From an optimization exercise on the open Yosys and OpenROAD flow, aimed at small area, a short achievable clock period and few clock cycles per item; shortcuts taken in it are not production practice. In this exercise RTL edits were held to simulation tests only and were not proved equivalent to the original.

$ cat flow/run.sh
#!/bin/bash
# synth_recipe.tcl (not shown) runs the flow's synth.tcl, then flattens the netlist and writes it again
# the make line also repeats each setting of config.mk as NAME=value (left out here)
make -C /OpenROAD-flow-scripts/flow DESIGN_CONFIG=/design/flow/config.mk WORK_HOME=/design/flow/orfs CLKGATE_MAP_FILE= SYNTH_SCRIPT=/design/flow/synth_recipe.tcl finish
$ cat flow/design.v
module part_2_TOP (input clk, rst, start, input [1:0] MOD, input [15:0] Xbus,
                   output Ready, output [17:0] RBUS);
    reg        busy;       
    reg        ph;         
    reg [1:0]  mr;         
    reg [2:0]  k;          
    reg [7:0]  Bone, Btwo, Bneg;   
    reg        Bb15;               
    reg [15:0] U;          
    reg [17:0] acc;        
    reg        sh;         
    reg [1:0]  lo2;
    wire        nz = |Xbus;
    wire        gt = Xbus[15] & (|Xbus[14:0]);
    wire        c0 = nz & (~Xbus[0] | gt);
    wire [14:0] y  = Xbus[15:1];
    reg  [14:0] h;                     
    integer i;
    always @(*) begin
        for (i = 0; i < 15; i = i + 1)
            h[i] = y[i] ^ (c0 & ~|(y & ((15'd1 << i) - 15'd1)));
    end
    wire [15:0] t0 = {h, Xbus[0] ^ (nz & ~gt)};
    wire [15:0] pm;
    mul16hi mu (.a(U), .one(Bone), .two(Btwo), .neg(Bneg), .b15(Bb15), .y(pm));
    reg [2:0] last;
    always @(*) begin
        case (mr)
            2'd0: last = 3'd6;
            2'd1: last = 3'd6;
            2'd2: last = 3'd5;
            default: last = 3'd7;
        endcase
    end
    wire [2:0] kn = k + 3'd1;
    reg [15:0] cn;
    always @(*) begin
        case ({mr == 2'd3, kn})
            {1'b0, 3'd2}: cn = 16'h5555;
            {1'b0, 3'd3}: cn = 16'h4000;
            {1'b0, 3'd4}: cn = 16'h3333;
            {1'b0, 3'd5}: cn = 16'h2AAA;
            {1'b0, 3'd6}: cn = 16'h2492;
            {1'b0, 3'd7}: cn = 16'h2000;
            {1'b1, 3'd2}: cn = 16'hAAAA;
            {1'b1, 3'd3}: cn = 16'hC000;
            {1'b1, 3'd4}: cn = 16'hCCCC;
            {1'b1, 3'd5}: cn = 16'hD555;
            {1'b1, 3'd6}: cn = 16'hD999;
            {1'b1, 3'd7}: cn = 16'hE000;
            default:      cn = 16'h0000;
        endcase
    end
    reg inc, neg;
    always @(*) begin
        case (mr)
            2'd0: begin inc = (k != 3'd7); neg = 1'b0;  end    
            2'd1: begin inc = ~k[0];       neg = k[1];  end    
            2'd2: begin inc = k[0];        neg = ~k[1]; end    
            default: begin inc = 1'b1;     neg = k[0];  end    
        endcase
    end
    reg aen, aneg;    
    wire [15:0] ua = sh ? {U[13:0], lo2} : U;
    wire [17:0] addend = {18{aen}} & ({18{aneg}} ^ {2'b00, ua});
    wire [18:0] sum1 = {acc, 1'b1} + {addend, aen & aneg};
    wire [17:0] sum = sum1[18:1];
    assign RBUS  = sum;
    wire skip = busy & ph & (k == 3'd2) & (mr != 2'd3);
    wire [15:0] dn = (busy & ph & ~skip) ? cn : Xbus;
    wire [16:0] db = {dn, 1'b0};
    reg [7:0] one_n, two_n, neg_n;
    integer j;
    always @(*) begin
        for (j = 0; j < 8; j = j + 1) begin
            one_n[j] = db[2*j] ^ db[2*j+1];
            two_n[j] = (db[2*j+2] & ~db[2*j+1] & ~db[2*j]) | (~db[2*j+2] & db[2*j+1] & db[2*j]);
            neg_n[j] = db[2*j+2];
        end
    end
    assign Ready = ~busy;
    always @(posedge clk or posedge rst) begin
        if (rst) begin
            busy <= 1'b0;
            ph   <= 1'b0;
            aen  <= 1'b0;
            aneg <= 1'b0;
            mr   <= 2'd0;
            k    <= 3'd0;
        end else begin
            aen  <= busy & ph & inc;
            aneg <= neg;
            if (!busy) begin
                if (start) begin
                    busy <= 1'b1;
                    ph   <= 1'b1;
                    mr   <= MOD;
                    k    <= 3'd1;
                end
            end else if (skip) begin
                k <= 3'd3;
            end else if (ph) begin
                ph <= 1'b0;
                if (k == last)
                    busy <= 1'b0;
            end else begin
                ph <= 1'b1;
                k  <= kn;
            end
        end
    end
    always @(posedge clk) begin
        U <= !busy ? {1'b0, t0[15:1]} : skip ? {2'b00, pm[15:2]} : pm;
        sh <= skip;
        lo2 <= pm[1:0];
        Bone <= one_n;
        Btwo <= two_n;
        Bneg <= neg_n;
        Bb15 <= dn[15];
        if (!busy & start) begin
            case (MOD)
                2'd0: acc <= {2'b01, t0};
                2'd2: acc <= 18'h10000;
                default: acc <= {2'b00, t0};
            endcase
        end else
            acc <= sum;
    end
endmodule
module mul16hi (input [15:0] a, input [7:0] one, input [7:0] two, input [7:0] neg, input b15, output [15:0] y);
    wire [15:0] b = {b15, 15'd0};
    wire one0 = one[0];
    wire two0 = two[0];
    wire neg0 = neg[0];
    wire one1 = one[1];
    wire two1 = two[1];
    wire neg1 = neg[1];
    wire one2 = one[2];
    wire two2 = two[2];
    wire neg2 = neg[2];
    wire one3 = one[3];
    wire two3 = two[3];
    wire neg3 = neg[3];
    wire one4 = one[4];
    wire two4 = two[4];
    wire neg4 = neg[4];
    wire one5 = one[5];
    wire two5 = two[5];
    wire neg5 = neg[5];
    wire one6 = one[6];
    wire two6 = two[6];
    wire neg6 = neg[6];
    wire one7 = one[7];
    wire two7 = two[7];
    wire neg7 = neg[7];
    wire p0_0 = ((one0 & a[0])) ^ neg0;
    wire p0_1 = ((one0 & a[1]) | (two0 & a[0])) ^ neg0;
    wire p0_2 = ((one0 & a[2]) | (two0 & a[1])) ^ neg0;
    wire p0_3 = ((one0 & a[3]) | (two0 & a[2])) ^ neg0;
    wire p0_4 = ((one0 & a[4]) | (two0 & a[3])) ^ neg0;
    wire p0_5 = ((one0 & a[5]) | (two0 & a[4])) ^ neg0;
    wire p0_6 = ((one0 & a[6]) | (two0 & a[5])) ^ neg0;
    wire p0_7 = ((one0 & a[7]) | (two0 & a[6])) ^ neg0;
    wire p0_8 = ((one0 & a[8]) | (two0 & a[7])) ^ neg0;
    wire p0_9 = ((one0 & a[9]) | (two0 & a[8])) ^ neg0;
    wire p0_10 = ((one0 & a[10]) | (two0 & a[9])) ^ neg0;
    wire p0_11 = ((one0 & a[11]) | (two0 & a[10])) ^ neg0;
    wire p0_12 = ((one0 & a[12]) | (two0 & a[11])) ^ neg0;
    wire p0_13 = ((one0 & a[13]) | (two0 & a[12])) ^ neg0;
    wire p0_14 = ((one0 & a[14]) | (two0 & a[13])) ^ neg0;
    wire p0_15 = ((one0 & a[15]) | (two0 & a[14])) ^ neg0;
    wire p0_16 = ((two0 & a[15])) ^ neg0;
    wire p1_0 = ((one1 & a[0])) ^ neg1;
    wire p1_1 = ((one1 & a[1]) | (two1 & a[0])) ^ neg1;
    wire p1_2 = ((one1 & a[2]) | (two1 & a[1])) ^ neg1;
    wire p1_3 = ((one1 & a[3]) | (two1 & a[2])) ^ neg1;
    wire p1_4 = ((one1 & a[4]) | (two1 & a[3])) ^ neg1;
    wire p1_5 = ((one1 & a[5]) | (two1 & a[4])) ^ neg1;
    wire p1_6 = ((one1 & a[6]) | (two1 & a[5])) ^ neg1;
    wire p1_7 = ((one1 & a[7]) | (two1 & a[6])) ^ neg1;
    wire p1_8 = ((one1 & a[8]) | (two1 & a[7])) ^ neg1;
    wire p1_9 = ((one1 & a[9]) | (two1 & a[8])) ^ neg1;
    wire p1_10 = ((one1 & a[10]) | (two1 & a[9])) ^ neg1;
    wire p1_11 = ((one1 & a[11]) | (two1 & a[10])) ^ neg1;
    wire p1_12 = ((one1 & a[12]) | (two1 & a[11])) ^ neg1;
    wire p1_13 = ((one1 & a[13]) | (two1 & a[12])) ^ neg1;
    wire p1_14 = ((one1 & a[14]) | (two1 & a[13])) ^ neg1;
    wire p1_15 = ((one1 & a[15]) | (two1 & a[14])) ^ neg1;
    wire p1_16 = ((two1 & a[15])) ^ neg1;
    wire p2_0 = ((one2 & a[0])) ^ neg2;
    wire p2_1 = ((one2 & a[1]) | (two2 & a[0])) ^ neg2;
    wire p2_2 = ((one2 & a[2]) | (two2 & a[1])) ^ neg2;
    wire p2_3 = ((one2 & a[3]) | (two2 & a[2])) ^ neg2;
    wire p2_4 = ((one2 & a[4]) | (two2 & a[3])) ^ neg2;
    wire p2_5 = ((one2 & a[5]) | (two2 & a[4])) ^ neg2;
    wire p2_6 = ((one2 & a[6]) | (two2 & a[5])) ^ neg2;
    wire p2_7 = ((one2 & a[7]) | (two2 & a[6])) ^ neg2;
    wire p2_8 = ((one2 & a[8]) | (two2 & a[7])) ^ neg2;
    wire p2_9 = ((one2 & a[9]) | (two2 & a[8])) ^ neg2;
    wire p2_10 = ((one2 & a[10]) | (two2 & a[9])) ^ neg2;
    wire p2_11 = ((one2 & a[11]) | (two2 & a[10])) ^ neg2;
    wire p2_12 = ((one2 & a[12]) | (two2 & a[11])) ^ neg2;
    wire p2_13 = ((one2 & a[13]) | (two2 & a[12])) ^ neg2;
    wire p2_14 = ((one2 & a[14]) | (two2 & a[13])) ^ neg2;
    wire p2_15 = ((one2 & a[15]) | (two2 & a[14])) ^ neg2;
    wire p2_16 = ((two2 & a[15])) ^ neg2;
    wire p3_0 = ((one3 & a[0])) ^ neg3;
    wire p3_1 = ((one3 & a[1]) | (two3 & a[0])) ^ neg3;
    wire p3_2 = ((one3 & a[2]) | (two3 & a[1])) ^ neg3;
    wire p3_3 = ((one3 & a[3]) | (two3 & a[2])) ^ neg3;
    wire p3_4 = ((one3 & a[4]) | (two3 & a[3])) ^ neg3;
    wire p3_5 = ((one3 & a[5]) | (two3 & a[4])) ^ neg3;
    wire p3_6 = ((one3 & a[6]) | (two3 & a[5])) ^ neg3;
    wire p3_7 = ((one3 & a[7]) | (two3 & a[6])) ^ neg3;
    wire p3_8 = ((one3 & a[8]) | (two3 & a[7])) ^ neg3;
    wire p3_9 = ((one3 & a[9]) | (two3 & a[8])) ^ neg3;
    wire p3_10 = ((one3 & a[10]) | (two3 & a[9])) ^ neg3;
    wire p3_11 = ((one3 & a[11]) | (two3 & a[10])) ^ neg3;
    wire p3_12 = ((one3 & a[12]) | (two3 & a[11])) ^ neg3;
    wire p3_13 = ((one3 & a[13]) | (two3 & a[12])) ^ neg3;
    wire p3_14 = ((one3 & a[14]) | (two3 & a[13])) ^ neg3;
    wire p3_15 = ((one3 & a[15]) | (two3 & a[14])) ^ neg3;
    wire p3_16 = ((two3 & a[15])) ^ neg3;
    wire p4_0 = ((one4 & a[0])) ^ neg4;
    wire p4_1 = ((one4 & a[1]) | (two4 & a[0])) ^ neg4;
    wire p4_2 = ((one4 & a[2]) | (two4 & a[1])) ^ neg4;
    wire p4_3 = ((one4 & a[3]) | (two4 & a[2])) ^ neg4;
    wire p4_4 = ((one4 & a[4]) | (two4 & a[3])) ^ neg4;
    wire p4_5 = ((one4 & a[5]) | (two4 & a[4])) ^ neg4;
    wire p4_6 = ((one4 & a[6]) | (two4 & a[5])) ^ neg4;
    wire p4_7 = ((one4 & a[7]) | (two4 & a[6])) ^ neg4;
    wire p4_8 = ((one4 & a[8]) | (two4 & a[7])) ^ neg4;
    wire p4_9 = ((one4 & a[9]) | (two4 & a[8])) ^ neg4;
    wire p4_10 = ((one4 & a[10]) | (two4 & a[9])) ^ neg4;
    wire p4_11 = ((one4 & a[11]) | (two4 & a[10])) ^ neg4;
    wire p4_12 = ((one4 & a[12]) | (two4 & a[11])) ^ neg4;
    wire p4_13 = ((one4 & a[13]) | (two4 & a[12])) ^ neg4;
    wire p4_14 = ((one4 & a[14]) | (two4 & a[13])) ^ neg4;
    wire p4_15 = ((one4 & a[15]) | (two4 & a[14])) ^ neg4;
    wire p4_16 = ((two4 & a[15])) ^ neg4;
    wire p5_0 = ((one5 & a[0])) ^ neg5;
    wire p5_1 = ((one5 & a[1]) | (two5 & a[0])) ^ neg5;
    wire p5_2 = ((one5 & a[2]) | (two5 & a[1])) ^ neg5;
    wire p5_3 = ((one5 & a[3]) | (two5 & a[2])) ^ neg5;
    wire p5_4 = ((one5 & a[4]) | (two5 & a[3])) ^ neg5;
    wire p5_5 = ((one5 & a[5]) | (two5 & a[4])) ^ neg5;
    wire p5_6 = ((one5 & a[6]) | (two5 & a[5])) ^ neg5;
    wire p5_7 = ((one5 & a[7]) | (two5 & a[6])) ^ neg5;
    wire p5_8 = ((one5 & a[8]) | (two5 & a[7])) ^ neg5;
    wire p5_9 = ((one5 & a[9]) | (two5 & a[8])) ^ neg5;
    wire p5_10 = ((one5 & a[10]) | (two5 & a[9])) ^ neg5;
    wire p5_11 = ((one5 & a[11]) | (two5 & a[10])) ^ neg5;
    wire p5_12 = ((one5 & a[12]) | (two5 & a[11])) ^ neg5;
    wire p5_13 = ((one5 & a[13]) | (two5 & a[12])) ^ neg5;
    wire p5_14 = ((one5 & a[14]) | (two5 & a[13])) ^ neg5;
    wire p5_15 = ((one5 & a[15]) | (two5 & a[14])) ^ neg5;
    wire p5_16 = ((two5 & a[15])) ^ neg5;
    wire p6_0 = ((one6 & a[0])) ^ neg6;
    wire p6_1 = ((one6 & a[1]) | (two6 & a[0])) ^ neg6;
    wire p6_2 = ((one6 & a[2]) | (two6 & a[1])) ^ neg6;
    wire p6_3 = ((one6 & a[3]) | (two6 & a[2])) ^ neg6;
    wire p6_4 = ((one6 & a[4]) | (two6 & a[3])) ^ neg6;
    wire p6_5 = ((one6 & a[5]) | (two6 & a[4])) ^ neg6;
    wire p6_6 = ((one6 & a[6]) | (two6 & a[5])) ^ neg6;
    wire p6_7 = ((one6 & a[7]) | (two6 & a[6])) ^ neg6;
    wire p6_8 = ((one6 & a[8]) | (two6 & a[7])) ^ neg6;
    wire p6_9 = ((one6 & a[9]) | (two6 & a[8])) ^ neg6;
    wire p6_10 = ((one6 & a[10]) | (two6 & a[9])) ^ neg6;
    wire p6_11 = ((one6 & a[11]) | (two6 & a[10])) ^ neg6;
    wire p6_12 = ((one6 & a[12]) | (two6 & a[11])) ^ neg6;
    wire p6_13 = ((one6 & a[13]) | (two6 & a[12])) ^ neg6;
    wire p6_14 = ((one6 & a[14]) | (two6 & a[13])) ^ neg6;
    wire p6_15 = ((one6 & a[15]) | (two6 & a[14])) ^ neg6;
    wire p6_16 = ((two6 & a[15])) ^ neg6;
    wire p7_0 = ((one7 & a[0])) ^ neg7;
    wire p7_1 = ((one7 & a[1]) | (two7 & a[0])) ^ neg7;
    wire p7_2 = ((one7 & a[2]) | (two7 & a[1])) ^ neg7;
    wire p7_3 = ((one7 & a[3]) | (two7 & a[2])) ^ neg7;
    wire p7_4 = ((one7 & a[4]) | (two7 & a[3])) ^ neg7;
    wire p7_5 = ((one7 & a[5]) | (two7 & a[4])) ^ neg7;
    wire p7_6 = ((one7 & a[6]) | (two7 & a[5])) ^ neg7;
    wire p7_7 = ((one7 & a[7]) | (two7 & a[6])) ^ neg7;
    wire p7_8 = ((one7 & a[8]) | (two7 & a[7])) ^ neg7;
    wire p7_9 = ((one7 & a[9]) | (two7 & a[8])) ^ neg7;
    wire p7_10 = ((one7 & a[10]) | (two7 & a[9])) ^ neg7;
    wire p7_11 = ((one7 & a[11]) | (two7 & a[10])) ^ neg7;
    wire p7_12 = ((one7 & a[12]) | (two7 & a[11])) ^ neg7;
    wire p7_13 = ((one7 & a[13]) | (two7 & a[12])) ^ neg7;
    wire p7_14 = ((one7 & a[14]) | (two7 & a[13])) ^ neg7;
    wire p7_15 = ((one7 & a[15]) | (two7 & a[14])) ^ neg7;
    wire p7_16 = ((two7 & a[15])) ^ neg7;
    wire w1 = p0_10 ^ p1_8;
    wire w2 = p0_10 & p1_8;
    wire w3 = p0_11 ^ p1_9;
    wire w4 = p0_11 & p1_9;
    wire w5 = p0_12 ^ p1_10 ^ p2_8;
    wire w6 = (p0_12 & p1_10) | (p0_12 & p2_8) | (p1_10 & p2_8);
    wire w7 = p3_6 ^ p4_4;
    wire w8 = p3_6 & p4_4;
    wire w9 = p0_13 ^ p1_11 ^ p2_9;
    wire w10 = (p0_13 & p1_11) | (p0_13 & p2_9) | (p1_11 & p2_9);
    wire w11 = p3_7 ^ p4_5;
    wire w12 = p3_7 & p4_5;
    wire w13 = p0_14 ^ p1_12 ^ p2_10;
    wire w14 = (p0_14 & p1_12) | (p0_14 & p2_10) | (p1_12 & p2_10);
    wire w15 = p3_8 ^ p4_6 ^ p5_4;
    wire w16 = (p3_8 & p4_6) | (p3_8 & p5_4) | (p4_6 & p5_4);
    wire w17 = p6_2 ^ p7_0;
    wire w18 = p6_2 & p7_0;
    wire w19 = p0_15 ^ p1_13 ^ p2_11;
    wire w20 = (p0_15 & p1_13) | (p0_15 & p2_11) | (p1_13 & p2_11);
    wire w21 = p3_9 ^ p4_7 ^ p5_5;
    wire w22 = (p3_9 & p4_7) | (p3_9 & p5_5) | (p4_7 & p5_5);
    wire w23 = p6_3 ^ p7_1;
    wire w24 = p6_3 & p7_1;
    wire w25 = p0_16 ^ p1_14 ^ p2_12;
    wire w26 = (p0_16 & p1_14) | (p0_16 & p2_12) | (p1_14 & p2_12);
    wire w27 = p3_10 ^ p4_8 ^ p5_6;
    wire w28 = (p3_10 & p4_8) | (p3_10 & p5_6) | (p4_8 & p5_6);
    wire w29 = p6_4 ^ p7_2 ^ (a[0] & b[15]);
    wire w30 = (p6_4 & p7_2) | (p6_4 & (a[0] & b[15])) | (p7_2 & (a[0] & b[15]));
    wire w31 = neg0 ^ p1_15 ^ p2_13;
    wire w32 = (neg0 & p1_15) | (neg0 & p2_13) | (p1_15 & p2_13);
    wire w33 = p3_11 ^ p4_9 ^ p5_7;
    wire w34 = (p3_11 & p4_9) | (p3_11 & p5_7) | (p4_9 & p5_7);
    wire w35 = p6_5 ^ p7_3 ^ (a[1] & b[15]);
    wire w36 = (p6_5 & p7_3) | (p6_5 & (a[1] & b[15])) | (p7_3 & (a[1] & b[15]));
    wire w37 = neg0 ^ p1_16 ^ p2_14;
    wire w38 = (neg0 & p1_16) | (neg0 & p2_14) | (p1_16 & p2_14);
    wire w39 = p3_12 ^ p4_10 ^ p5_8;
    wire w40 = (p3_12 & p4_10) | (p3_12 & p5_8) | (p4_10 & p5_8);
    wire w41 = p6_6 ^ p7_4 ^ (a[2] & b[15]);
    wire w42 = (p6_6 & p7_4) | (p6_6 & (a[2] & b[15])) | (p7_4 & (a[2] & b[15]));
    wire w43 = ~neg0 ^ ~neg1 ^ p2_15;
    wire w44 = (~neg0 & ~neg1) | (~neg0 & p2_15) | (~neg1 & p2_15);
    wire w45 = p3_13 ^ p4_11 ^ p5_9;
    wire w46 = (p3_13 & p4_11) | (p3_13 & p5_9) | (p4_11 & p5_9);
    wire w47 = p6_7 ^ p7_5 ^ (a[3] & b[15]);
    wire w48 = (p6_7 & p7_5) | (p6_7 & (a[3] & b[15])) | (p7_5 & (a[3] & b[15]));
    wire w49 = p2_16 ^ p3_14 ^ p4_12;
    wire w50 = (p2_16 & p3_14) | (p2_16 & p4_12) | (p3_14 & p4_12);
    wire w51 = p5_10 ^ p6_8 ^ p7_6;
    wire w52 = (p5_10 & p6_8) | (p5_10 & p7_6) | (p6_8 & p7_6);
    wire w53 = (a[4] & b[15]) ^ 1'b1;
    wire w54 = (a[4] & b[15]) & 1'b1;
    wire w55 = ~neg2 ^ p3_15 ^ p4_13;
    wire w56 = (~neg2 & p3_15) | (~neg2 & p4_13) | (p3_15 & p4_13);
    wire w57 = p5_11 ^ p6_9 ^ p7_7;
    wire w58 = (p5_11 & p6_9) | (p5_11 & p7_7) | (p6_9 & p7_7);
    wire w59 = p3_16 ^ p4_14 ^ p5_12;
    wire w60 = (p3_16 & p4_14) | (p3_16 & p5_12) | (p4_14 & p5_12);
    wire w61 = p6_10 ^ p7_8;
    wire w62 = p6_10 & p7_8;
    wire w63 = ~neg3 ^ p4_15 ^ p5_13;
    wire w64 = (~neg3 & p4_15) | (~neg3 & p5_13) | (p4_15 & p5_13);
    wire w65 = p4_16 ^ p5_14;
    wire w66 = p4_16 & p5_14;
    wire w67 = p0_6 ^ p1_4;
    wire w68 = p0_6 & p1_4;
    wire w69 = p0_7 ^ p1_5;
    wire w70 = p0_7 & p1_5;
    wire w71 = p0_8 ^ p1_6 ^ p2_4;
    wire w72 = (p0_8 & p1_6) | (p0_8 & p2_4) | (p1_6 & p2_4);
    wire w73 = p3_2 ^ p4_0;
    wire w74 = p3_2 & p4_0;
    wire w75 = p0_9 ^ p1_7 ^ p2_5;
    wire w76 = (p0_9 & p1_7) | (p0_9 & p2_5) | (p1_7 & p2_5);
    wire w77 = p3_3 ^ p4_1;
    wire w78 = p3_3 & p4_1;
    wire w79 = p2_6 ^ p3_4 ^ p4_2;
    wire w80 = (p2_6 & p3_4) | (p2_6 & p4_2) | (p3_4 & p4_2);
    wire w81 = p5_0 ^ neg5 ^ w1;
    wire w82 = (p5_0 & neg5) | (p5_0 & w1) | (neg5 & w1);
    wire w83 = p2_7 ^ p3_5 ^ p4_3;
    wire w84 = (p2_7 & p3_5) | (p2_7 & p4_3) | (p3_5 & p4_3);
    wire w85 = p5_1 ^ w3 ^ w2;
    wire w86 = (p5_1 & w3) | (p5_1 & w2) | (w3 & w2);
    wire w87 = p5_2 ^ p6_0 ^ neg6;
    wire w88 = (p5_2 & p6_0) | (p5_2 & neg6) | (p6_0 & neg6);
    wire w89 = w5 ^ w7 ^ w4;
    wire w90 = (w5 & w7) | (w5 & w4) | (w7 & w4);
    wire w91 = p5_3 ^ p6_1 ^ w9;
    wire w92 = (p5_3 & p6_1) | (p5_3 & w9) | (p6_1 & w9);
    wire w93 = w11 ^ w6 ^ w8;
    wire w94 = (w11 & w6) | (w11 & w8) | (w6 & w8);
    wire w95 = neg7 ^ w13 ^ w15;
    wire w96 = (neg7 & w13) | (neg7 & w15) | (w13 & w15);
    wire w97 = w17 ^ w10 ^ w12;
    wire w98 = (w17 & w10) | (w17 & w12) | (w10 & w12);
    wire w99 = w19 ^ w21 ^ w23;
    wire w100 = (w19 & w21) | (w19 & w23) | (w21 & w23);
    wire w101 = w14 ^ w16 ^ w18;
    wire w102 = (w14 & w16) | (w14 & w18) | (w16 & w18);
    wire w103 = w25 ^ w27 ^ w29;
    wire w104 = (w25 & w27) | (w25 & w29) | (w27 & w29);
    wire w105 = w20 ^ w22 ^ w24;
    wire w106 = (w20 & w22) | (w20 & w24) | (w22 & w24);
    wire w107 = w31 ^ w33 ^ w35;
    wire w108 = (w31 & w33) | (w31 & w35) | (w33 & w35);
    wire w109 = w26 ^ w28 ^ w30;
    wire w110 = (w26 & w28) | (w26 & w30) | (w28 & w30);
    wire w111 = w37 ^ w39 ^ w41;
    wire w112 = (w37 & w39) | (w37 & w41) | (w39 & w41);
    wire w113 = w32 ^ w34 ^ w36;
    wire w114 = (w32 & w34) | (w32 & w36) | (w34 & w36);
    wire w115 = w43 ^ w45 ^ w47;
    wire w116 = (w43 & w45) | (w43 & w47) | (w45 & w47);
    wire w117 = w38 ^ w40 ^ w42;
    wire w118 = (w38 & w40) | (w38 & w42) | (w40 & w42);
    wire w119 = w49 ^ w51 ^ w53;
    wire w120 = (w49 & w51) | (w49 & w53) | (w51 & w53);
    wire w121 = w44 ^ w46 ^ w48;
    wire w122 = (w44 & w46) | (w44 & w48) | (w46 & w48);
    wire w123 = (a[5] & b[15]) ^ w55 ^ w57;
    wire w124 = ((a[5] & b[15]) & w55) | ((a[5] & b[15]) & w57) | (w55 & w57);
    wire w125 = w50 ^ w52 ^ w54;
    wire w126 = (w50 & w52) | (w50 & w54) | (w52 & w54);
    wire w127 = (a[6] & b[15]) ^ 1'b1 ^ w59;
    wire w128 = ((a[6] & b[15]) & 1'b1) | ((a[6] & b[15]) & w59) | (1'b1 & w59);
    wire w129 = w61 ^ w56 ^ w58;
    wire w130 = (w61 & w56) | (w61 & w58) | (w56 & w58);
    wire w131 = p6_11 ^ p7_9 ^ (a[7] & b[15]);
    wire w132 = (p6_11 & p7_9) | (p6_11 & (a[7] & b[15])) | (p7_9 & (a[7] & b[15]));
    wire w133 = w63 ^ w60 ^ w62;
    wire w134 = (w63 & w60) | (w63 & w62) | (w60 & w62);
    wire w135 = p6_12 ^ p7_10 ^ (a[8] & b[15]);
    wire w136 = (p6_12 & p7_10) | (p6_12 & (a[8] & b[15])) | (p7_10 & (a[8] & b[15]));
    wire w137 = 1'b1 ^ w65 ^ w64;
    wire w138 = (1'b1 & w65) | (1'b1 & w64) | (w65 & w64);
    wire w139 = ~neg4 ^ p5_15 ^ p6_13;
    wire w140 = (~neg4 & p5_15) | (~neg4 & p6_13) | (p5_15 & p6_13);
    wire w141 = p7_11 ^ (a[9] & b[15]) ^ w66;
    wire w142 = (p7_11 & (a[9] & b[15])) | (p7_11 & w66) | ((a[9] & b[15]) & w66);
    wire w143 = p5_16 ^ p6_14 ^ p7_12;
    wire w144 = (p5_16 & p6_14) | (p5_16 & p7_12) | (p6_14 & p7_12);
    wire w145 = (a[10] & b[15]) ^ 1'b1;
    wire w146 = (a[10] & b[15]) & 1'b1;
    wire w147 = ~neg5 ^ p6_15 ^ p7_13;
    wire w148 = (~neg5 & p6_15) | (~neg5 & p7_13) | (p6_15 & p7_13);
    wire w149 = p6_16 ^ p7_14;
    wire w150 = p6_16 & p7_14;
    wire w151 = p0_4 ^ p1_2;
    wire w152 = p0_4 & p1_2;
    wire w153 = p0_5 ^ p1_3;
    wire w154 = p0_5 & p1_3;
    wire w155 = p2_2 ^ p3_0 ^ neg3;
    wire w156 = (p2_2 & p3_0) | (p2_2 & neg3) | (p3_0 & neg3);
    wire w157 = p2_3 ^ p3_1 ^ w69;
    wire w158 = (p2_3 & p3_1) | (p2_3 & w69) | (p3_1 & w69);
    wire w159 = neg4 ^ w71 ^ w73;
    wire w160 = (neg4 & w71) | (neg4 & w73) | (w71 & w73);
    wire w161 = w75 ^ w77 ^ w72;
    wire w162 = (w75 & w77) | (w75 & w72) | (w77 & w72);
    wire w163 = w79 ^ w81 ^ w76;
    wire w164 = (w79 & w81) | (w79 & w76) | (w81 & w76);
    wire w165 = w83 ^ w85 ^ w80;
    wire w166 = (w83 & w85) | (w83 & w80) | (w85 & w80);
    wire w167 = w87 ^ w89 ^ w84;
    wire w168 = (w87 & w89) | (w87 & w84) | (w89 & w84);
    wire w169 = w91 ^ w93 ^ w88;
    wire w170 = (w91 & w93) | (w91 & w88) | (w93 & w88);
    wire w171 = w95 ^ w97 ^ w92;
    wire w172 = (w95 & w97) | (w95 & w92) | (w97 & w92);
    wire w173 = w99 ^ w101 ^ w96;
    wire w174 = (w99 & w101) | (w99 & w96) | (w101 & w96);
    wire w175 = w103 ^ w105 ^ w100;
    wire w176 = (w103 & w105) | (w103 & w100) | (w105 & w100);
    wire w177 = w107 ^ w109 ^ w104;
    wire w178 = (w107 & w109) | (w107 & w104) | (w109 & w104);
    wire w179 = w111 ^ w113 ^ w108;
    wire w180 = (w111 & w113) | (w111 & w108) | (w113 & w108);
    wire w181 = w115 ^ w117 ^ w112;
    wire w182 = (w115 & w117) | (w115 & w112) | (w117 & w112);
    wire w183 = w119 ^ w121 ^ w116;
    wire w184 = (w119 & w121) | (w119 & w116) | (w121 & w116);
    wire w185 = w123 ^ w125 ^ w120;
    wire w186 = (w123 & w125) | (w123 & w120) | (w125 & w120);
    wire w187 = w127 ^ w129 ^ w124;
    wire w188 = (w127 & w129) | (w127 & w124) | (w129 & w124);
    wire w189 = w131 ^ w133 ^ w128;
    wire w190 = (w131 & w133) | (w131 & w128) | (w133 & w128);
    wire w191 = w135 ^ w137 ^ w132;
    wire w192 = (w135 & w137) | (w135 & w132) | (w137 & w132);
    wire w193 = w139 ^ w141 ^ w136;
    wire w194 = (w139 & w141) | (w139 & w136) | (w141 & w136);
    wire w195 = w143 ^ w145 ^ w140;
    wire w196 = (w143 & w145) | (w143 & w140) | (w145 & w140);
    wire w197 = (a[11] & b[15]) ^ w147 ^ w144;
    wire w198 = ((a[11] & b[15]) & w147) | ((a[11] & b[15]) & w144) | (w147 & w144);
    wire w199 = (a[12] & b[15]) ^ 1'b1 ^ w149;
    wire w200 = ((a[12] & b[15]) & 1'b1) | ((a[12] & b[15]) & w149) | (1'b1 & w149);
    wire w201 = ~neg6 ^ p7_15 ^ (a[13] & b[15]);
    wire w202 = (~neg6 & p7_15) | (~neg6 & (a[13] & b[15])) | (p7_15 & (a[13] & b[15]));
    wire w203 = p7_16 ^ (a[14] & b[15]);
    wire w204 = p7_16 & (a[14] & b[15]);
    wire w205 = p0_2 ^ p1_0;
    wire w206 = p0_2 & p1_0;
    wire w207 = p0_3 ^ p1_1;
    wire w208 = p0_3 & p1_1;
    wire w209 = p2_0 ^ neg2 ^ w151;
    wire w210 = (p2_0 & neg2) | (p2_0 & w151) | (neg2 & w151);
    wire w211 = p2_1 ^ w153 ^ w152;
    wire w212 = (p2_1 & w153) | (p2_1 & w152) | (w153 & w152);
    wire w213 = w67 ^ w155 ^ w154;
    wire w214 = (w67 & w155) | (w67 & w154) | (w155 & w154);
    wire w215 = w68 ^ w157 ^ w156;
    wire w216 = (w68 & w157) | (w68 & w156) | (w157 & w156);
    wire w217 = w70 ^ w159 ^ w158;
    wire w218 = (w70 & w159) | (w70 & w158) | (w159 & w158);
    wire w219 = w74 ^ w161 ^ w160;
    wire w220 = (w74 & w161) | (w74 & w160) | (w161 & w160);
    wire w221 = w78 ^ w163 ^ w162;
    wire w222 = (w78 & w163) | (w78 & w162) | (w163 & w162);
    wire w223 = w82 ^ w165 ^ w164;
    wire w224 = (w82 & w165) | (w82 & w164) | (w165 & w164);
    wire w225 = w86 ^ w167 ^ w166;
    wire w226 = (w86 & w167) | (w86 & w166) | (w167 & w166);
    wire w227 = w90 ^ w169 ^ w168;
    wire w228 = (w90 & w169) | (w90 & w168) | (w169 & w168);
    wire w229 = w94 ^ w171 ^ w170;
    wire w230 = (w94 & w171) | (w94 & w170) | (w171 & w170);
    wire w231 = w98 ^ w173 ^ w172;
    wire w232 = (w98 & w173) | (w98 & w172) | (w173 & w172);
    wire w233 = w102 ^ w175 ^ w174;
    wire w234 = (w102 & w175) | (w102 & w174) | (w175 & w174);
    wire w235 = w106 ^ w177 ^ w176;
    wire w236 = (w106 & w177) | (w106 & w176) | (w177 & w176);
    wire w237 = w110 ^ w179 ^ w178;
    wire w238 = (w110 & w179) | (w110 & w178) | (w179 & w178);
    wire w239 = w114 ^ w181 ^ w180;
    wire w240 = (w114 & w181) | (w114 & w180) | (w181 & w180);
    wire w241 = w118 ^ w183 ^ w182;
    wire w242 = (w118 & w183) | (w118 & w182) | (w183 & w182);
    wire w243 = w122 ^ w185 ^ w184;
    wire w244 = (w122 & w185) | (w122 & w184) | (w185 & w184);
    wire w245 = w126 ^ w187 ^ w186;
    wire w246 = (w126 & w187) | (w126 & w186) | (w187 & w186);
    wire w247 = w130 ^ w189 ^ w188;
    wire w248 = (w130 & w189) | (w130 & w188) | (w189 & w188);
    wire w249 = w134 ^ w191 ^ w190;
    wire w250 = (w134 & w191) | (w134 & w190) | (w191 & w190);
    wire w251 = w138 ^ w193 ^ w192;
    wire w252 = (w138 & w193) | (w138 & w192) | (w193 & w192);
    wire w253 = w142 ^ w195 ^ w194;
    wire w254 = (w142 & w195) | (w142 & w194) | (w195 & w194);
    wire w255 = w146 ^ w197 ^ w196;
    wire w256 = (w146 & w197) | (w146 & w196) | (w197 & w196);
    wire w257 = w148 ^ w199 ^ w198;
    wire w258 = (w148 & w199) | (w148 & w198) | (w199 & w198);
    wire w259 = w150 ^ w201 ^ w200;
    wire w260 = (w150 & w201) | (w150 & w200) | (w201 & w200);
    wire w261 = 1'b1 ^ w203 ^ w202;
    wire w262 = (1'b1 & w203) | (1'b1 & w202) | (w203 & w202);
    wire w263 = ~neg7 ^ (a[15] & b[15]) ^ w204;
    wire w264 = (~neg7 & (a[15] & b[15])) | (~neg7 & w204) | ((a[15] & b[15]) & w204);
    wire [31:0] s = {w263, w261, w259, w257, w255, w253, w251, w249, w247, w245, w243, w241, w239, w237, w235, w233, w231, w229, w227, w225, w223, w221, w219, w217, w215, w213, w211, w209, w207, neg1, p0_1, p0_0} + {w262, w260, w258, w256, w254, w252, w250, w248, w246, w244, w242, w240, w238, w236, w234, w232, w230, w228, w226, w224, w222, w220, w218, w216, w214, w212, w210, w208, w206, w205, 1'b0, neg0};
    assign y = s[31:16];
endmodule
$ cat flow/constraint.sdc
create_clock -name core_clock -period 10.0 [get_ports {clk}]
set_input_delay 2.0000 -clock core_clock [delete_from_list [all_inputs] [get_ports {clk}]]
set_output_delay 2.0000 -clock core_clock [all_outputs]
set_load 0.01 [all_outputs]
$ cat flow/config.mk
export PLATFORM = sky130hd
export DESIGN_NAME = part_2_TOP
export DESIGN_NICKNAME = part_2_TOP
export VERILOG_FILES = /design/flow/design.v
export SDC_FILE = /design/flow/constraint.sdc
export NUM_CORES = 4
export LEC_CHECK = 0
export CAP_MARGIN = 20
export CORE_MARGIN = 2
export CORE_UTILIZATION = 40
export PLACE_DENSITY = 0.6
export SETUP_SLACK_MARGIN = 4
export SLEW_MARGIN = 20
==> results of run 1 <==
==> repair_timing <==
item	4_1_cts	5_1_grt
gates cloned	0	0
endpoints found under the setup margin	13	18
pin swaps	0	1
gates resized for setup	12	30
buffers inserted	2	14
hold buffers	0	0
==> per-stage QoR <==
| stage | hold WS (ns) | instances | setup WS [ns] | instance area (um2) |
|---|---|---|---|---|
| 6_report | 0.5554 | 1515 | 4.209 | 11480 |
| 5_1_grt | 0.6025 | 1515 | 4.011 | 11480 |
| 4_1_cts | 0.5579 | 1501 | 4.010 | 11320 |
| 3_5_place_dp | 0.5549 | 1483 | 3.983 | 10970 |
| 3_3_place_gp | 0.5382 | 1483 | 3.982 | 10970 |
| 2_1_floorplan | 0.5013 | 1204 | 4.488 | 10500 |
==> critical path, stage by stage (launching register included) <==
cell	delay (ns)
dfxtp_2	0.68
mux2i_1	0.17
xnor2_1	0.16
and2_1	0.16
ha_1	0.32
and3_1	0.23
o21a_1	0.13
o31ai_1	0.09
a31o_2	0.27
o21a_1	0.20
a311o_1	0.27
xnor2_1	0.19
clkdlybuf4s50_1	0.56
==> Yosys cell counts (13+ instances only) <==
master / count
a21oi_1: 40
clkbuf_1: 91
xnor2_1: 173
o2bb2ai_1: 16
nand3_1: 15
mux2i_1: 18
inv_1: 104
ha_1: 76
and2_1: 29
o21a_1: 13
nor2_1: 43
dfxtp_1: 61
a21o_1: 19
nand2_1: 70
fa_1: 104
a22oi_1: 120
xor2_1: 27
o21ai_0: 37
==> worst paths after layout <==
kind | start | end | cells after the start
min reg2reg | k[2]$_DFFE_PP0P_ | busy$_DFF_PP0_ | 1
max | U[7]$_DFF_P_ | RBUS[17] | 12
min | k[2]$_DFFE_PP0P_ | busy$_DFF_PP0_ | 1
max reg2reg | Bone[1]$_DFF_P_ | U[12]$_DFF_P_ | 16
min in group asynchronous | rst | busy$_DFF_PP0_ | 2
max in group asynchronous | rst | aneg$_DFF_PP0_ | 2
==> cell families (layout without fill, tap and decap cells) <==
logic type               after synthesis  after routing
XOR/XNOR                             200            200
adder cells (fa/ha/maj)              180            180
AND/OR/NAND/NOR                      208            208
multiplexers                          25             25
AO/OA/AOI/OAI                        310            310
buffers and inverters                211            187
flip-flops                            70             70
==> per-layer routing <==
layer  vias up  part of all wire [%]  GRT usage [%]
met5         -                     0              0
met1      4323                    46          31.45
met3        36                   5.4          2.645
met2       281                    47          35.25
met4         0                   2.1          5.633
li1       4047                     -              -
==> flip-flops by register name (all words and copies together), names as in the netlist <==
| name | count |
|---|---|
| aneg | 1 |
| acc | 18 |
| aen | 1 |
| ph | 1 |
| Btwo | 8 |
| lo2 | 2 |
| Bneg | 8 |
| U | 16 |
| busy | 1 |
| Bone | 8 |
| sh | 1 |
| k | 3 |
| mr | 2 |
==> cell type report <==
type / count / area share (%)
timing repair buffer: 62 / 4.906
clock buffer: 15 / 2.693
tap: 335 / 3.652
inverter: 109 / 3.631
multi-input combinational: 923 / 71.98
sequential: 70 / 13.07
clock inverter: 1 / 0.06542
==> flow_summary_export.csv, run 1 <==
group,metric,value,unit
logic_synthesis,netlist_area,0.01050,mm2
logic_synthesis,synth_warnings,1,
cells_and_area,final_common_cell,"xnor2_1",
logic_synthesis,avgSynthCellArea,8.720,um2
sta,maxSlewViolCount,0,
cells_and_area,final_cell_mix,"173 x xnor2_1, 120 x a22oi_1, 104 x fa_1, 102 x inv_1, 76 x ha_1",
routing,num_vias,8687,
routing,ant_nets,0,
cells_and_area,n_antenna_cell,0,
floorplan,num_rows,59,
sta,setup_viol,0,
cells_and_area,final_util,44.29,%
sta,finalClockSkew,0.003131,ns
cells_and_area,fill_cells,2570,
cells_and_area,syn_to_final_growth,9.308,%
clock_tree,clock_path_buffers,2,
sta,timing.max_slew.rel_slack,50.64,%
floorplan,coreArea,0.02591,mm2
cells_and_area,final_nets,1376,
logic_synthesis,ys_types,63,
logic_synthesis,synth_top_cell_by_area,"fa_1",
floorplan,ios,40,
routing,first_pass_iters,5,
logic_synthesis,synth-adder-area-share,28.89,%
logic_synthesis,synth_area_leaders,"fa_1 20%, xnor2_1 14%, dfxtp_1 12%",
floorplan,die_w,166.0,um
sta,grt_setup_unrepaired,"false",
routing,drtIter0Drc,638,
setup_path,critPathKind,"reg2out",
sta,finalCritPeriodShare,57.91,%
floorplan,initial_core_util,40.52,%
logic_synthesis,synth_mux_area_share,2.467,%
logic_synthesis,synth_edf_count,0,
clock_tree,cts_tree,"done",
logic_synthesis,ys_ff_latch,70,
logic_synthesis,synth_top_family_by_area,"adder cells",
setup_path,path_max_fanout,19,
clock_tree,cts_root_buffer,"clkbuf_16",
cells_and_area,register_area,0.001500,mm2
sta,tightest_slew,0.7405,ns
cells_and_area,multi_input_area,0.008260,mm2
sta,min_period,5.791,ns
global_route,grt_max_degree,25,
place,portBuffers,39,
sta,hold_violations,0,
cells_and_area,drive_gt1_share,7.881,%
clock_tree,insertion_delay,0.33,ns
setup_path,start_kind,"flip-flop",
sta,fmaxAchievable,172.7,MHz
run,max_cap_violations,0,
logic_synthesis,async_flop_share,12.86,%
clock_tree,clk_transition_reported_paths,0.05,ns
logic_synthesis,syn_inst,1204,
global_route,grt_first_pass_wirelength,48390,um
setup_path,r2r_slack,4.25,ns
logic_synthesis,synth-compound-area-share,21.00,%
place,hpwl,22020,um
logic_synthesis,synth-xor-area-share,16.68,%
clock_tree,htree_levels,3,
global_route,antenna_found_initial,0,
place,place_congestion,0.8917,
global_route,first_global_vias,8696,
logic_synthesis,synth-simple-area-share,9.546,%
routing,viasPerCell,5.734,
logic_synthesis,seq_area_frac_synth,13.78,%
min_path,min_path_type,"reg2reg",
setup_path,crit_required,8.00,ns
clock_tree,clock-sinks,70,
floorplan,die_area,0.02756,mm2
global_route,grt.total_usage,21.97,%
sta,setup_tns,0,ns
setup_path,arrival,3.79,ns
routing,wl_per_cell,19.86,um
routing,routed_wl,30090,um
logic_synthesis,synthesis.nets,1405,
floorplan,die_y,166.0,um
logic_synthesis,ys.flop_type,"dfxtp_1",
routing,drc,0,
run_status,status,"no timing/DRC/antenna violations",
clock_tree,cts_buffers,9,
setup_path,end_kind,"output port",
logic_synthesis,synth_top_cell_area_share,19.83,%
global_route,grt-ovfl-total,0,
Testbench counts, summed over its fixed seeds: cycles 14,484, items 1,280.
==> run 2, diff against run 1 <==
--- a/flow/config.mk
+++ b/flow/config.mk
@@ -9,5 +9,5 @@
 export CORE_MARGIN = 2
 export CORE_UTILIZATION = 40
 export PLACE_DENSITY = 0.6
-export SETUP_SLACK_MARGIN = 4
+export SETUP_SLACK_MARGIN = 5
 export SLEW_MARGIN = 20
==> run 2 against run 1 <==
Against the previous run:
- largest cell class unchanged
- fmax is 7.1% higher
- critical path depth is 2 higher
- still clean
- die area stayed put
- synthesized cell count stayed put
- critical endpoint unchanged
- via count is 8.6% higher
- routed wire length is 15% higher
- highest routed layer unchanged
==> flow_summary_export.csv, run 2 <==
group,metric,value,unit
sta,tightest_slew,0.7308,ns
sta,setup_tns,0,ns
clock_tree,htree_levels,3,
routing,routed_wl,34450,um
sta,setup_viol,0,
routing,ant_nets,0,
setup_path,critPathKind,"reg2out",
setup_path,crit_chain,"buf_4 > buf_8 > mux2i_2 > xnor2_1 > and2_1 > ha_4 > and3_4 > o21a_1 > o31ai_2 > a31o_2 > o21a_1 > a311o_1 > xnor2_2 > clkdlybuf4s15_2",
clock_tree,cts_tree,"done",
logic_synthesis,synthesis.nets,1405,
logic_synthesis,ys.flop_type,"dfxtp_1",
logic_synthesis,synth_edf_count,0,
sta,fmaxAchievable,184.9,MHz
routing,met3_wirelength,2173,um
logic_synthesis,synth_top_cell_area_share,19.83,%
routing,viasPerCell,5.748,
sta,maxSlewViolCount,0,
min_path,min_path_type,"reg2reg",
clock_tree,cts_buffers,9,
logic_synthesis,synth_top_cell_by_area,"fa_1",
setup_path,critical_path_cell_count,14,
sta,timing.max_slew.rel_slack,51.28,%
clock_tree,clock-sinks,70,
routing,top_layer,"met4",
sta,finalClockSkew,0.009711,ns
setup_path,slowest_stage,"dfxtp_4",
cells_and_area,regMostFlops,"acc",
floorplan,coreArea,0.02591,mm2
logic_synthesis,avgSynthCellArea,8.720,um2
cells_and_area,final_cell_mix,"161 x xnor2_1, 114 x buf_4, 101 x a22oi_1, 100 x inv_1, 97 x fa_1",
setup_path,arrival,3.41,ns
logic_synthesis,synth_area_leaders,"fa_1 20%, xnor2_1 14%, dfxtp_1 12%",
setup_path,crit_top_cell,"o21a_1",
place,hpwl,22180,um
logic_synthesis,ys_types,63,
cells_and_area,reg_top3,"acc (18), U (16)",
clock_tree,insertion_delay,0.35,ns
floorplan,die_w,166.0,um
sta,hold_violations,0,
global_route,grt_max_degree,23,
cells_and_area,n_antenna_cell,0,
global_route,grt.total_usage,24.39,%
sta,finalCritPeriodShare,54.09,%
clock_tree,ctsHoldBuffers,0,
clock_tree,clk_transition_reported_paths,0.06,ns
logic_synthesis,netlist_area,0.01050,mm2
cells_and_area,final_nets,1502,
routing,wl_met2,16490,um
global_route,grt-ovfl-total,0,
routing,first_pass_iters,7,
logic_synthesis,seq_area_frac_synth,13.78,%
cells_and_area,largest_reg_flops,18,
routing,wl_per_cell,20.99,um
routing,num_vias,9432,
global_route,first_global_vias,9425,
global_route,grt_first_pass_wirelength,53060,um
setup_path,reg2regPathDepth,32,
place,portBuffers,39,
floorplan,initial_core_util,40.52,%
logic_synthesis,ys_ff_latch,70,
floorplan,die_area,0.02756,mm2
setup_path,end_kind,"output port",
setup_path,crit_family,"compound AO/OA/AOI/OAI gates",
setup_path,cpPeakStageDelay,0.39,ns
clock_tree,clock_path_buffers,2,
cells_and_area,drive_gt1_share,26.34,%
cells_and_area,final_common_cell,"xnor2_1",
floorplan,die_y,166.0,um
run,max_cap_violations,0,
setup_path,start_kind,"flip-flop",
min_path,holdPathStages,1,
global_route,antenna_found_initial,0,
floorplan,ios,40,
routing,drc,0,
place,place_congestion,0.8945,
setup_path,path_max_fanout,6,
cells_and_area,syn_to_final_growth,28.95,%
clock_tree,cts_root_buffer,"clkbuf_16",
setup_path,worstPathBufferInverterCount,3,
routing,drtIter0Drc,741,
logic_synthesis,synth.most_common_cell,"xnor2_1",
logic_synthesis,synthTopCellsByCount,"173 x xnor2_1, 120 x a22oi_1, 104 x fa_1, 104 x inv_1, 91 x clkbuf_1",
floorplan,num_rows,59,
sta,min_period,5.409,ns
logic_synthesis,synth_warnings,1,
routing,drt-met1-wl,14640,um
sta,grt_setup_unrepaired,"true",
logic_synthesis,syn_inst,1204,
setup_path,crit_required,8.00,ns
logic_synthesis,async_flop_share,12.86,%
run_status,status,"no timing/DRC/antenna violations",
[run 2: final timing paths]
check,start,slack [ns],to
max,sh$_DFF_P_,4.59,RBUS[17]
min,k[2]$_DFFE_PP0P_,0.56,busy$_DFF_PP0_
max reg2reg,sh$_DFF_P_,4.69,acc[12]$_DFF_P_
min reg2reg,k[2]$_DFFE_PP0P_,0.56,busy$_DFF_PP0_
max in group asynchronous,rst,7.78,aneg$_DFF_PP0_
min in group asynchronous,rst,1.92,k[1]$_DFFE_PP0P_
[run 2: logic make-up after synthesis]
| family | count (synthesis) | share of synthesized area (%) |
|---|---|---|
| xor gates and xnor gates | 200 | 16.68 |
| adders and majority gates | 180 | 28.89 |
| AOI/OAI and AO/OA | 310 | 21.00 |
| and+or+nand+nor | 208 | 9.546 |
| DFF | 70 | 13.78 |
| buffers and inverters | 211 | 7.639 |
| muxes | 25 | 2.467 |
[run 2: area by class of cell]
cell class	count	area, um2
clock buffers	10	239.0
clock inverters	6	108.9
fillers	2293	12370
inverters	109	422.9
multi-input cells	923	9010
flip-flops and latches	70	1577
well taps	335	419.2
repair buffers	188	1762
[run 2: layer usage]
| layer | vias to the layer above | track usage, % |
|---|---|---|
| met5 | - | 0 |
| met4 | 0 | 9.414 |
| met3 | 73 | 3.956 |
| met2 | 354 | 39.64 |
| met1 | 4691 | 32.62 |
| li1 | 4314 | - |
[run 2: stage by stage]
stage | worst slack (ns) | hold WS, ns | utilization (%) | instances | area, um2
2_1_floorplan | 5.000 | 0.5013 | - | 1204 | 10700
3_3_place_gp | 4.029 | 0.5520 | 42.66 | 1487 | 11050
3_5_place_dp | 4.025 | 0.5487 | 42.66 | 1487 | 11050
4_1_cts | 4.714 | 0.5601 | 50.39 | 1621 | 13060
5_1_grt | 4.491 | 0.6117 | 52.25 | 1641 | 13540
6_report | 4.591 | 0.5640 | 52.25 | 1641 | 13540
[run 2: timing repair]
| action | 4_1_cts | 5_1_grt |
|---|---|---|
| gates cloned | 2 | 0 |
| gates resized for setup | 216 | 78 |
| pin swaps | 86 | 36 |
| setup endpoints to repair | 35 | 31 |
| buffers inserted | 116 | 20 |
==> run 3, diff against run 2 <==
--- a/flow/config.mk
+++ b/flow/config.mk
@@ -9,5 +9,5 @@
 export CORE_MARGIN = 2
 export CORE_UTILIZATION = 40
 export PLACE_DENSITY = 0.6
-export SETUP_SLACK_MARGIN = 5
+export SETUP_SLACK_MARGIN = 4.5
 export SLEW_MARGIN = 20
==> run 3 against run 2 <==
Against the previous run:
- first-iteration DRC count shrank 6.6%
- final area decreased by 13%
- worst setup slack got worse by 0.022 ns
- non-clock buffer count decreased by 108
- routed wire length decreased by 12%
- sequential share of layout area grew 1.6 points
- fmax decreased by 0.40%
- register-to-register slack better by 0.02 ns
- critical endpoint is now RBUS[15]
- largest cell class unchanged
- highest routed layer unchanged
==> flow_summary_export.csv, run 3 <==
group,metric,value,unit
floorplan,ios,40,
setup_path,regToRegEndpoint,"U[13]$_DFF_P_",
run_status,status,"no timing/DRC/antenna violations",
clock_tree,cts_tree,"done",
setup_path,arrival,3.43,ns
logic_synthesis,seq_area_frac_synth,13.78,%
setup_path,critPathKind,"reg2out",
place,place_congestion,0.8823,
global_route,antenna_found_initial,0,
routing,num_vias,8835,
logic_synthesis,synth-xor-area-share,16.68,%
logic_synthesis,async_flop_share,12.86,%
min_path,min_path_type,"reg2reg",
logic_synthesis,synth_top_family_by_area,"adder cells",
sta,hold_violations,0,
global_route,grt_max_degree,25,
cells_and_area,largest_reg_flops,18,
place,hpwl,22190,um
routing,first_pass_iters,5,
logic_synthesis,synth_top_cell_by_area,"fa_1",
min_path,hold_start,"k[2]$_DFFE_PP0P_",
cells_and_area,final_nets,1394,
setup_path,start_kind,"flip-flop",
cells_and_area,drive_gt1_share,11.52,%
sta,grt_setup_unrepaired,"true",
cells_and_area,n_antenna_cell,0,
clock_tree,ctsHoldBuffers,0,
global_route,grt_first_pass_wirelength,48170,um
routing,drc,0,
logic_synthesis,synth_edf_count,0,
setup_path,reg2regPathDepth,17,
logic_synthesis,synth-simple-area-share,9.546,%
routing,drtIter0Drc,692,
min_path,holdPathStages,1,
setup_path,r2r_slack,4.71,ns
routing,ant_nets,0,
logic_synthesis,synth_top_cell_area_share,19.83,%
clock_tree,insertion_delay,0.34,ns
clock_tree,clock-sinks,70,
sta,tightest_slew,0.7326,ns
setup_path,slowest_stage,"dfxtp_4",
setup_path,r2r_start,"Bneg[5]$_DFF_P_",
logic_synthesis,ys_types,63,
floorplan,initial_core_util,40.52,%
logic_synthesis,synth_mux_area_share,2.467,%
sta,fmaxAchievable,184.1,MHz
logic_synthesis,ys_ff_latch,70,
logic_synthesis,syn_inst,1204,
cells_and_area,final_cell_mix,"170 x xnor2_1, 120 x a22oi_1, 104 x fa_1, 102 x inv_1, 71 x ha_1",
floorplan,die_area,0.02756,mm2
sta,finalCritPeriodShare,54.31,%
logic_synthesis,synthTopCellsByCount,"173 x xnor2_1, 120 x a22oi_1, 104 x fa_1, 104 x inv_1, 91 x clkbuf_1",
global_route,use_met3,2.169,%
routing,viasPerCell,5.763,
logic_synthesis,synth-adder-area-share,28.89,%
clock_tree,cts_buffers,9,
logic_synthesis,synth.most_common_cell,"xnor2_1",
routing,wl_per_cell,19.88,um
place,portBuffers,39,
cells_and_area,syn_to_final_growth,12.68,%
sta,setup_tns,0,ns
global_route,first_global_vias,8703,
global_route,busiest_layer,"met2",
global_route,grt.total_usage,21.88,%
logic_synthesis,avgSynthCellArea,8.720,um2
clock_tree,cts_root_buffer,"clkbuf_16",
cells_and_area,final_common_cell,"xnor2_1",
floorplan,coreArea,0.02591,mm2
logic_synthesis,synth_warnings,1,
global_route,met2_usage,35.85,%
clock_tree,clock_path_buffers,2,
cells_and_area,reg_top3,"acc (18), U (16)",
min_path,whs_endpoint,"busy$_DFF_PP0_",
setup_path,path_max_fanout,7,
cells_and_area,regMostFlops,"acc",
sta,setup_viol,0,
logic_synthesis,synth_area_leaders,"fa_1 20%, xnor2_1 14%, dfxtp_1 12%",
setup_path,end_kind,"output port",
floorplan,num_rows,59,
setup_path,crit_required,8.00,ns
logic_synthesis,ys.flop_type,"dfxtp_1",
sta,maxSlewViolCount,0,
sta,min_period,5.431,ns
setup_path,cpPeakStageDelay,0.40,ns
clock_tree,clk_transition_reported_paths,0.06,ns
clock_tree,htree_levels,3,
routing,routed_wl,30480,um
global_route,grt-ovfl-total,0,
logic_synthesis,synthesis.nets,1405,
logic_synthesis,synth-compound-area-share,21.00,%
global_route,use_met1,31.17,%
floorplan,die_w,166.0,um
logic_synthesis,netlist_area,0.01050,mm2
floorplan,die_y,166.0,um
run,max_cap_violations,0,
sta,timing.max_slew.rel_slack,51.16,%
sta,finalClockSkew,0.005786,ns
setup_path,crit_chain,"buf_4 > buf_4 > mux2i_1 > xnor2_1 > and2_1 > ha_1 > and3_1 > o21a_1 > o31ai_2 > a31o_2 > o21a_1 > a21oi_1 > xor2_1 > dlygate4sd2_1",
run 3: cell types whose count changed in the layout (fill, tap and decap cells not counted), moves of 8 or more:
cell     delta
buf_4      -78
a22oi_1    +19
a22oi_2    -19
ha_4       -15
buf_6      -12
ha_1       +12
buf_12     -10
xnor2_1     +9
a21oi_1     +8
run 3: worst max-delay path: cells and delay by family (launching register included):
kind | cells | cell delay, ns
AOI/OAI and AO/OA | 5 | 0.86
xor gates and xnor gates | 2 | 0.31
adders and majority gates | 1 | 0.35
buffers and inverters | 3 | 0.57
DFF | 1 | 0.40
muxes | 1 | 0.21
and+or+nand+nor | 2 | 0.40
run 3: timing repair:
item / in CTS / in global routing
resized for setup: 65 / 53
pin swaps: 1 / 5
buffers inserted: 12 / 22
setup endpoints to repair: 27 / 22
run 3: final cells by class:
| class | instances | area (um2) |
|---|---|---|
| clock inverters | 7 | 73.82 |
| repair buffers | 80 | 739.5 |
| well taps | 335 | 419.2 |
| fillers | 2551 | 14080 |
| multi-input cells | 923 | 8387 |
| inverters | 109 | 416.7 |
| clock buffers | 9 | 225.2 |
| flip-flops and latches | 70 | 1569 |
run 3: logic make-up after synthesis:
| group | Yosys count |
|---|---|
| fa+ha+maj | 180 |
| flops | 70 |
| simple gates | 208 |
| mux | 25 |
| compound gates | 310 |
| xor+xnor | 200 |
| buf+inv | 211 |
run 3: through the flow:
| step | hold slack, ns | util (%) | cells | worst slack [ns] | instance area [um2] |
|---|---|---|---|---|---|
| 2_1_floorplan | 0.5013 | - | 1204 | 4.516 | 10500 |
| 3_3_place_gp | 0.5575 | 42.33 | 1483 | 4.000 | 10970 |
| 3_5_place_dp | 0.5603 | 42.33 | 1483 | 3.938 | 10970 |
| 4_1_cts | 0.5728 | 44.25 | 1511 | 4.276 | 11460 |
| 5_1_grt | 0.6244 | 45.66 | 1533 | 4.373 | 11830 |
| 6_report | 0.5800 | 45.66 | 1533 | 4.569 | 11830 |
run 3: how the worst max path moves through the flow:
stage / slack [ns] / endpoint / cells after the start / startpoint
floorplan: 4.52 / U[13]$_DFF_P_ / 19 / Bneg[1]$_DFF_P_
global placement: 4.00 / U[12]$_DFF_P_ / 16 / U[7]$_DFF_P_
detailed placement: 3.94 / RBUS[17] / 13 / sh$_DFF_P_
CTS: 4.28 / RBUS[17] / 13 / sh$_DFF_P_
global route: 4.37 / RBUS[7] / 14 / sh$_DFF_P_
finish: 4.57 / RBUS[15] / 14 / sh$_DFF_P_
run 3: routing by layer:
layer	share of wire, %	up-vias
li1	-	4087
met1	45	4422
met2	48	296
met3	5.5	30
met4	1.5	0
met5	0	-
==> run 4, diff against run 3 <==
--- a/flow/design.v
+++ b/flow/design.v
@@ -8,8 +8,7 @@
     reg        Bb15;               
     reg [15:0] U;          
     reg [17:0] acc;        
-    reg        sh;         
-    reg [1:0]  lo2;
+    reg [1:0]  lo2;        
     wire        nz = |Xbus;
     wire        gt = Xbus[15] & (|Xbus[14:0]);
     wire        c0 = nz & (~Xbus[0] | gt);
@@ -60,10 +59,11 @@
             default: begin inc = 1'b1;     neg = k[0];  end    
         endcase
     end
-    reg aen, aneg;    
-    wire [15:0] ua = sh ? {U[13:0], lo2} : U;
-    wire [17:0] addend = {18{aen}} & ({18{aneg}} ^ {2'b00, ua});
-    wire [18:0] sum1 = {acc, 1'b1} + {addend, aen & aneg};
+    reg sp, sn, sp2, sn2, asub;
+    wire [15:0] u2 = {U[13:0], lo2};
+    wire [15:0] ad = ({16{sp}} & U) | ({16{sn}} & ~U) | ({16{sp2}} & u2) | ({16{sn2}} & ~u2);
+    wire [17:0] addend = {{2{asub}}, ad};
+    wire [18:0] sum1 = {acc, 1'b1} + {addend, asub};
     wire [17:0] sum = sum1[18:1];
     assign RBUS  = sum;
     wire skip = busy & ph & (k == 3'd2) & (mr != 2'd3);
@@ -83,13 +83,19 @@
         if (rst) begin
             busy <= 1'b0;
             ph   <= 1'b0;
-            aen  <= 1'b0;
-            aneg <= 1'b0;
+            sp   <= 1'b0;
+            sn   <= 1'b0;
+            sp2  <= 1'b0;
+            sn2  <= 1'b0;
+            asub <= 1'b0;
             mr   <= 2'd0;
             k    <= 3'd0;
         end else begin
-            aen  <= busy & ph & inc;
-            aneg <= neg;
+            sp   <= busy & ph & inc & ~neg & ~skip;
+            sn   <= busy & ph & inc & neg & ~skip;
+            sp2  <= busy & ph & inc & ~neg & skip;
+            sn2  <= busy & ph & inc & neg & skip;
+            asub <= busy & ph & inc & neg;
             if (!busy) begin
                 if (start) begin
                     busy <= 1'b1;
@@ -111,7 +117,6 @@
     end
     always @(posedge clk) begin
         U <= !busy ? {1'b0, t0[15:1]} : skip ? {2'b00, pm[15:2]} : pm;
-        sh <= skip;
         lo2 <= pm[1:0];
         Bone <= one_n;
         Btwo <= two_n;
--- a/flow/config.mk
+++ b/flow/config.mk
@@ -9,5 +9,5 @@
 export CORE_MARGIN = 2
 export CORE_UTILIZATION = 40
 export PLACE_DENSITY = 0.6
-export SETUP_SLACK_MARGIN = 4.5
+export SETUP_SLACK_MARGIN = 4.75
 export SLEW_MARGIN = 20
==> run 4 against run 3 <==
Against the previous run:
- critical endpoint is now RBUS[16]
- die area down 0.40%
- register-to-register slack better by 0.15 ns
- final cell count increased by 4.0%
==> flow_summary_export.csv, run 4 <==
group,metric,value,unit
run_status,status,"no timing/DRC/antenna violations",
cells_and_area,final_util,48.50,%
cells_and_area,fill_cells,2434,
routing,wl_per_cell,19.23,um
logic_synthesis,avgSynthCellArea,8.642,um2
place,hpwl,21670,um
global_route,grt.total_usage,21.49,%
routing,first_pass_iters,5,
sta,finalClockSkew,0.006894,ns
routing,viasPerCell,5.674,
logic_synthesis,ys_types,67,
sta,setup_slack,4.742,ns
sta,whs,0.6123,ns
logic_synthesis,synth_area_leaders,"fa_1 20%, xnor2_1 13%, dfxtp_1 11%",
logic_synthesis,ys.flop_type,"dfxtp_1",
setup_path,arrival,3.26,ns
cells_and_area,finalInstanceArea,0.01253,mm2
clock_tree,ctsHoldBuffers,0,
logic_synthesis,async_flop_share,16.67,%
sta,setup_viol,0,
logic_synthesis,synth_warnings,1,
floorplan,initial_core_util,40.47,%
min_path,hold_start,"k[2]$_DFFE_PP0P_",
clock_tree,cts_tree,"done",
sta,grt_setup_unrepaired,"true",
logic_synthesis,seq_area_frac_synth,14.36,%
clock_tree,clk_transition_reported_paths,0.06,ns
floorplan,num_rows,59,
setup_path,r2r_slack,4.86,ns
place,portBuffers,39,
floorplan,coreArea,0.02584,mm2
floorplan,die_y,165.7,um
routing,routed_wl,30660,um
floorplan,die_area,0.02745,mm2
sta,tightest_slew,0.7301,ns
sta,fmaxAchievable,190.2,MHz
clock_tree,cts_buffers,9,
logic_synthesis,synth_top_cell_by_area,"fa_1",
setup_path,reg2regPathDepth,19,
logic_synthesis,syn_inst,1210,
logic_synthesis,synth_edf_count,0,
sta,finalCritPeriodShare,52.58,%
cells_and_area,n_antenna_cell,0,
min_path,min_path_type,"reg2reg",
place,dp_slack,4.185,ns
setup_path,r2r_start,"Bneg[7]$_DFF_P_",
cells_and_area,regMostFlops,"acc",
cells_and_area,final_nets,1456,
clock_tree,insertion_delay,0.34,ns
logic_synthesis,synthTopCellsByCount,"159 x xnor2_1, 120 x a22oi_1, 113 x inv_1",
sta,setup_tns,0,ns
global_route,antenna_found_initial,0,
cells_and_area,largest_reg_flops,18,
cells_and_area,syn_to_final_growth,19.84,%
setup_path,crit_required,8.00,ns
logic_synthesis,synth_top_cell_area_share,19.91,%
logic_synthesis,netlist_area,0.01046,mm2
cells_and_area,finalNonFillerCells,1594,
place,dp_cells,1504,
routing,drc,0,
global_route,grt-ovfl-total,0,
global_route,grt_first_pass_wirelength,48100,um
place,place_congestion,0.8996,
global_route,grt_max_degree,25,
routing,ant_nets,0,
cells_and_area,drive_gt1_share,17.16,%
setup_path,start_kind,"flip-flop",
cells_and_area,final_cell_mix,"156 x xnor2_1, 112 x a22oi_1, 110 x inv_1, 101 x fa_1, 93 x nand2_1",
setup_path,regToRegEndpoint,"U[11]$_DFF_P_",
routing,drtIter0Drc,672,
clock_tree,clock-sinks,72,
setup_path,crit_end,"RBUS[16]",
routing,num_vias,9045,
setup_path,timing.critical_path.from,"sp2$_DFF_PP0_",
setup_path,end_kind,"output port",
setup_path,path_max_fanout,6,
sta,timing.max_slew.rel_slack,50.91,%
min_path,holdPathStages,1,
sta,hold_violations,0,
clock_tree,htree_levels,3,
global_route,first_global_vias,8864,
setup_path,critPathKind,"reg2out",
clock_tree,clock_path_buffers,2,
place,placedInstanceArea,0.01102,mm2
sta,min_period,5.258,ns
floorplan,ios,40,
sta,maxSlewViolCount,0,
floorplan,die_w,165.7,um
cells_and_area,reg_top3,"acc (18), U (16)",
logic_synthesis,synth.most_common_cell,"xnor2_1",
clock_tree,cts_root_buffer,"clkbuf_16",
logic_synthesis,ys_ff_latch,72,
run,max_cap_violations,0,
logic_synthesis,synthesis.nets,1411,
cells_and_area,final_common_cell,"xnor2_1",
[run 4: cell types whose count changed after synthesis, sizes merged, moves of 8 or more]
cell,change
nand2,+24
and2,-18
mux2i,+16
o2bb2ai,-16
o21ai,+14
xnor2,-14
clkbuf,-11
nor2,+10
inv,+8
[run 4: layout make-up]
cell class              count  area (um2)  share of cell area [%]
clock buffers              10       229.0                   1.827
clock inverters             5       106.4                  0.8487
inverters                 116       447.9                   3.575
multi-input cells         925        8462                   67.53
flip-flops and latches     72        1615                   12.89
well taps                 335       419.2                   3.345
repair buffers            131        1251                   9.985
[run 4: logic make-up (layout without fill, tap and decap cells)]
family / Yosys count / after routing / share of synthesized area [%]
buffers and inverters: 213 / 262 / 7.742
xor gates and xnor gates: 183 / 183 / 15.33
DFF: 72 / 72 / 14.36
AOI/OAI and AO/OA: 299 / 299 / 19.79
and+or+nand+nor: 223 / 223 / 9.872
adders and majority gates: 180 / 180 / 29.01
muxes: 40 / 40 / 3.901
[run 4: worst max-delay path, stage by stage, from the launching register on]
cell and delay, ns:
dfrtp_2 0.45, buf_4 0.16, mux2i_1 0.14, nand2_1 0.12, ha_4 0.20, a21o_1 0.15, a21o_1 0.17, a21o_1 0.19
nor3_2 0.14, a21oi_2 0.11, buf_4 0.14, buf_4 0.12, a211o_1 0.31, a31oi_2 0.21, xnor2_1 0.16, buf_2 0.16
[run 4: worst min-delay path by stage]
stage / endpoint
floorplan: busy$_DFF_PP0_
global placement: ph$_DFFE_PP0P_
detailed placement: busy$_DFF_PP0_
CTS: busy$_DFF_PP0_
global route: busy$_DFF_PP0_
finish: busy$_DFF_PP0_
[run 4: metal layers]
metal  global-route usage (%)  wire (um)  up-vias
li1                         -          -     4193
met1                    29.63      13560     4471
met2                    36.03      14750      323
met3                    2.485       1721       58
met4                    5.406        626        0
met5                        0          0        -
[run 4: what timing repair did]
item / CTS / global route
pin swaps: 13 / 47
resized for setup: 66 / 101
buffers inserted: 35 / 38
endpoints found under the setup margin: 30 / 26
cloned: 0 / 2
Testbench counts of run 4, summed over its fixed seeds: cycles 14,484, items 1,280.

separate check: timing with driven ports:
How much do the figures lean on ideal ports? The routed layouts below were timed once more, with nothing changed but the port constraints.
Step 1: set_driving_cell puts a clkbuf_16 on clk and a buf_2 on each other input, an assumption about the parent block.
Step 2, shift: input delay + t, output delay - t, t = (earliest + latest rising clock arrival at the registers) / 2. This alone moves slack from input paths to output paths.
Slacks: ideal ports / drivers / drivers and shift; pairs: ideal ports / drivers.
run | t (ns) | setup slack, ns | worst register clock-pin slew, ns | worst slew at a driven data input, ns
run 1 | 0.375 | 4.209 / 4.167 / 4.248 | 0.05 / 0.05 | 0.04
run 2 | 0.382 | 4.591 / 4.551 / 4.686 | 0.06 / 0.06 | 0.03
run 3 | 0.372 | 4.569 / 4.530 / 4.709 | 0.06 / 0.06 | 0.04
run 4 | 0.381 | 4.742 / 4.702 / 4.858 | 0.06 / 0.06 | 0.03
After both steps setup and hold are still met in every run listed.
